From an optimization exercise on the open Yosys and OpenROAD flow, aimed at small area; shortcuts taken in it are not production practice. Function was checked by simulation only, so behaviour that the tests miss may differ from the original. No activity file was given, so power comes from the tool's default toggle rates.

Setup of build 39:
// reactiontimer
module reactiontimer(keybutton, selection, trig, echo, cin, rst, segments, d, led);
	input cin;
	input rst;
	input [1:0] keybutton;
	input [9:0] selection;
	output [41:0] segments;
	output d;
	output [9:0] led;
	input echo;
	output trig;
	wire key0 = keybutton[0];
	wire key1 = keybutton[1];
	wire sel9 = selection[9];
	wire sel8 = selection[8];
	wire sel0 = selection[0];
	reg [13:0] ph;
	reg [1:0] m3;
	wire [14:0] phc;
	assign phc[0] = 1'b1;
	wire ph_wrap = rst | (ph[13] & ph[10] & ph[9] & ph[8] & ph[3] & ph[2] & ph[1] & ph[0]);  
	genvar gi;
	generate
		for (gi = 0; gi < 14; gi = gi + 1) begin : phbit
			assign phc[gi+1] = phc[gi] & ph[gi];
			always @(posedge cin)
				ph[gi] <= ~ph_wrap & (ph[gi] ^ phc[gi]);
		end
	endgenerate
	always @(posedge cin)
		m3 <= {~rst & m3[0], ~rst & ~m3[0] & ~m3[1]};
	wire tick = m3[1] & ~ph[0];
	wire one_us = ~ph[0];
	assign trig = ~(|ph[13:5]) & (|ph[4:0]) & ~(ph[4] & (ph[3] | (ph[2] & (ph[1] | ph[0]))));
	reg [1:0] k;
	always @(*) begin
		case ({ph[2:0], m3})
			5'b000_00: k = 2'd0;  5'b000_01: k = 2'd3;  5'b000_10: k = 2'd1;
			5'b001_00: k = 2'd2;  5'b001_01: k = 2'd0;  5'b001_10: k = 2'd3;
			5'b010_00: k = 2'd3;  5'b010_01: k = 2'd2;  5'b010_10: k = 2'd0;
			5'b011_00: k = 2'd1;  5'b011_01: k = 2'd3;  5'b011_10: k = 2'd2;
			5'b100_00: k = 2'd2;  5'b100_01: k = 2'd1;  5'b100_10: k = 2'd3;
			5'b101_00: k = 2'd0;  5'b101_01: k = 2'd2;  5'b101_10: k = 2'd1;
			5'b110_00: k = 2'd1;  5'b110_01: k = 2'd0;  5'b110_10: k = 2'd2;
			5'b111_00: k = 2'd3;  5'b111_01: k = 2'd1;  5'b111_10: k = 2'd0;
			default: k = 2'd0;
		endcase
	end
	reg [9:0] usc;
	reg dist_gt;
	wire usc_sat = usc[9] & usc[8] & usc[7] & usc[5];
	wire usc_clr = rst | (one_us & ~echo);
	wire [10:0] usc_c;
	assign usc_c[0] = one_us & echo & ~usc_sat;
	generate
		for (gi = 0; gi < 10; gi = gi + 1) begin : usbit
			assign usc_c[gi+1] = usc_c[gi] & usc[gi];
			always @(posedge cin)
				usc[gi] <= ~usc_clr & (usc[gi] ^ usc_c[gi]);
		end
	endgenerate
	wire dist_ld = one_us & ~echo & (|usc);
	always @(posedge cin)
  ...
Settings: LEC_CHECK=0, CAP_MARGIN=20, CORE_MARGIN=2, CORE_UTILIZATION=40, SLEW_MARGIN=20; clock period 20.0 ns.
run.sh (not shown) runs the stock make flow with config.mk's settings and CLKGATE_MAP_FILE= SYNTH_SCRIPT=/design/flow/synth_recipe.tcl, a recipe that flattens the netlist after the stock synthesis.
Build 39 ended with every stage complete and zero timing, DRC or antenna violations.
diff inputs: build 39 => build 88
==> flow/flow/run.sh (new file) <==
#!/bin/bash
# Own layout flow: the standard ORFS flow (standard synthesis unchanged),
# with smaller port buffers, a clock tree without dummy loads, and gate
# downsizing on paths with positive slack.
set -euo pipefail
export BUFFER_PORTS_ARGS="-buffer_cell sky130_fd_sc_hd__buf_1"
export CTS_ARGS="-sink_clustering_enable -repair_clock_nets -dont_use_dummy_load -buf_list sky130_fd_sc_hd__clkbuf_8"
# no power recovery
bash standard.sh > standard.log 2>&1
==> flow/standard.sh (new file) <==
#!/bin/bash
# synth_recipe.tcl (not shown) runs the flow's synth.tcl, then flattens the netlist and writes it again
# the make line also repeats each setting of config.mk as NAME=value (left out here)
make -C /OpenROAD-flow-scripts/flow DESIGN_CONFIG=/design/flow/config.mk WORK_HOME=/design/flow/orfs CLKGATE_MAP_FILE= SYNTH_SCRIPT=/design/flow/synth_recipe.tcl "${@:-finish}"
removed: flow/run.sh
## What came out
- The flow did not stop early for build 88: all stages ran, and the layout cleared the timing, design-rule and antenna checks.
- Number of nets in the layout delta (build 39 -> build 88): insignificant
- From build 39 to build 88 the numbers moved as follows: number of ports placed on the die boundary stayed essentially flat; post-route cell area shrank by 7.5%; final critical-path required period -0.48 ns; layout clock buffer count -1; pin slew with the least headroom to its limit moved up.
- When build 88 is measured against build 39, its register fraction of the total cell area turns out 2.6 points higher.
- Compared with build 39, in build 88 total power now sits lower, number of clock buffers inserted by TritonCTS now sits at about the same level, non-clock buffer count now sits higher, setup slack after layout now sits higher.
Inputs modified between build 88 and build 79:
Settings: CTS_BUF_LIST newly set to sky130_fd_sc_hd__clkbuf_8; CTS_CLUSTER_DIAMETER newly set to 100; CTS_CLUSTER_SIZE newly set to 30; CORE_UTILIZATION changed from 40 to 60.
==> flow/run.sh (new file) <==
#!/bin/bash
# synth_recipe.tcl (not shown) runs the flow's synth.tcl, then flattens the netlist and writes it again
# the make line also repeats each setting of config.mk as NAME=value (left out here)
make -C /OpenROAD-flow-scripts/flow DESIGN_CONFIG=/design/flow/config.mk WORK_HOME=/design/flow/orfs CLKGATE_MAP_FILE= SYNTH_SCRIPT=/design/flow/synth_recipe.tcl finish
removed: flow/flow/run.sh
removed: flow/standard.sh
--- outcome ---
Build 79: done, clean on timing, DRC and antenna. Build 79 ends up with a worst setup slack that is 0.51 ns lower than in build 88. On placer's final routability congestion estimate: between build 79 and build 88, it ends up lower for build 88. Per the comparison of build 79 with build 88, count of clock-buffer cells in the layout went up; combinational share of power went up.
The following lists how build 12 was set up differently from build 79:
Settings: changing CORE_UTILIZATION from 60 to 40; removing CTS_CLUSTER_DIAMETER (formerly 100); removing CTS_BUF_LIST (formerly sky130_fd_sc_hd__clkbuf_8); removing CTS_CLUSTER_SIZE (formerly 30).
==> flow/flow/run.sh (new file) <==
#!/bin/bash
# Own layout flow: the standard ORFS flow (standard synthesis unchanged),
# with smaller port buffers, a clock tree without dummy loads, and gate
# downsizing on paths with positive slack.
set -euo pipefail
export BUFFER_PORTS_ARGS="-buffer_cell sky130_fd_sc_hd__buf_1"
export CTS_ARGS="-sink_clustering_enable -repair_clock_nets -dont_use_dummy_load -buf_list sky130_fd_sc_hd__clkbuf_8"
export RECOVER_POWER=100
bash standard.sh > standard.log 2>&1
==> flow/standard.sh (new file) <==
#!/bin/bash
# synth_recipe.tcl (not shown) runs the flow's synth.tcl, then flattens the netlist and writes it again
# the make line also repeats each setting of config.mk as NAME=value (left out here)
make -C /OpenROAD-flow-scripts/flow DESIGN_CONFIG=/design/flow/config.mk WORK_HOME=/design/flow/orfs CLKGATE_MAP_FILE= SYNTH_SCRIPT=/design/flow/synth_recipe.tcl "${@:-finish}"
removed: flow/run.sh
Findings:
Ran to the end and failed final checks on capacitance limit, slew limit: build 12.
Taking build 12 as 1.0, build 79 lands at 0.811 on standard-cell row count.
Est. power | build 12 vs build 79 | build 12 lower
Compared with build 79, the router placed fewer vias in build 12.
Comparing maximum vdd drop for build 79 and build 12, the smaller number came from build 12.
[compare] base=build 79 new=build 12: fraction of layout cells with a size suffix above 1 has decreased; number of standard cells in the layout, taps in and fillers out increased 82; net switching power shrank by about 19%; final worst setup slack went down 0.71 ns.
Build 12 -> build 79: quantity of gates resized following cts flat
Wire length of the first global-routing pass: build 79 and build 12 compared, higher one is build 12
diff inputs: build 12 => build 27
Settings: putting CTS_BUF_LIST at sky130_fd_sc_hd__clkbuf_8 where nothing was set.
==> flow/run.sh (new file) <==
#!/bin/bash
# synth_recipe.tcl (not shown) runs the flow's synth.tcl, then flattens the netlist and writes it again
# the make line also repeats each setting of config.mk as NAME=value (left out here)
make -C /OpenROAD-flow-scripts/flow DESIGN_CONFIG=/design/flow/config.mk WORK_HOME=/design/flow/orfs CLKGATE_MAP_FILE= SYNTH_SCRIPT=/design/flow/synth_recipe.tcl finish
removed: flow/flow/run.sh
removed: flow/standard.sh
==> run notes <==
Build 27 ran to completion and came out clean on the timing, design-rule and antenna checks.
Row worst setup slack: build 27 higher / build 12 lower
Compared with build 12, build 27 shows area growth from synthesis to layout higher by 6.7 points.
Build 27 gives more post-route worst hold slack than build 12 did.

-- re-timing with driven ports --
No port has a modelled driver above. Below, the same layouts with a new extraction and two added sets of constraints.
Step 1 assumes that a clkbuf_16 drives the clock port and a buf_2 every other input.
Step 2 moves the port delays by t, midway between the first and last clock arrival at a register: inputs arrive t later, outputs are due t later. That takes back most of the time a late clock gives input paths.
Three values: no drivers, after step 1, after step 2; two values: the first two.
run | t (ns) | slack for setup (ns) | hold WS [ns] | clock arrival spread, ns | worst register clock-pin slew, ns
build 39 | 0.468 | 9.427 / 9.399 / 9.399 | 0.420 / 0.420 / 0.420 | 0.009 / 0.009 | 0.07 / 0.07
build 88 | 0.468 | 9.908 / 9.886 / 9.886 | 0.399 / 0.399 / 0.399 | 0.036 / 0.036 | 0.09 / 0.09
build 79 | 0.496 | 9.394 / 9.369 / 9.369 | 0.420 / 0.420 / 0.420 | 0.017 / 0.017 | 0.10 / 0.10
build 12 | 0.469 | 8.685 / 8.661 / 8.661 | 0.398 / 0.398 / 0.398 | 0.036 / 0.036 | 0.09 / 0.09
build 27 | 0.495 | 9.414 / 9.386 / 9.386 | 0.423 / 0.423 / 0.423 | 0.012 / 0.013 | 0.10 / 0.10
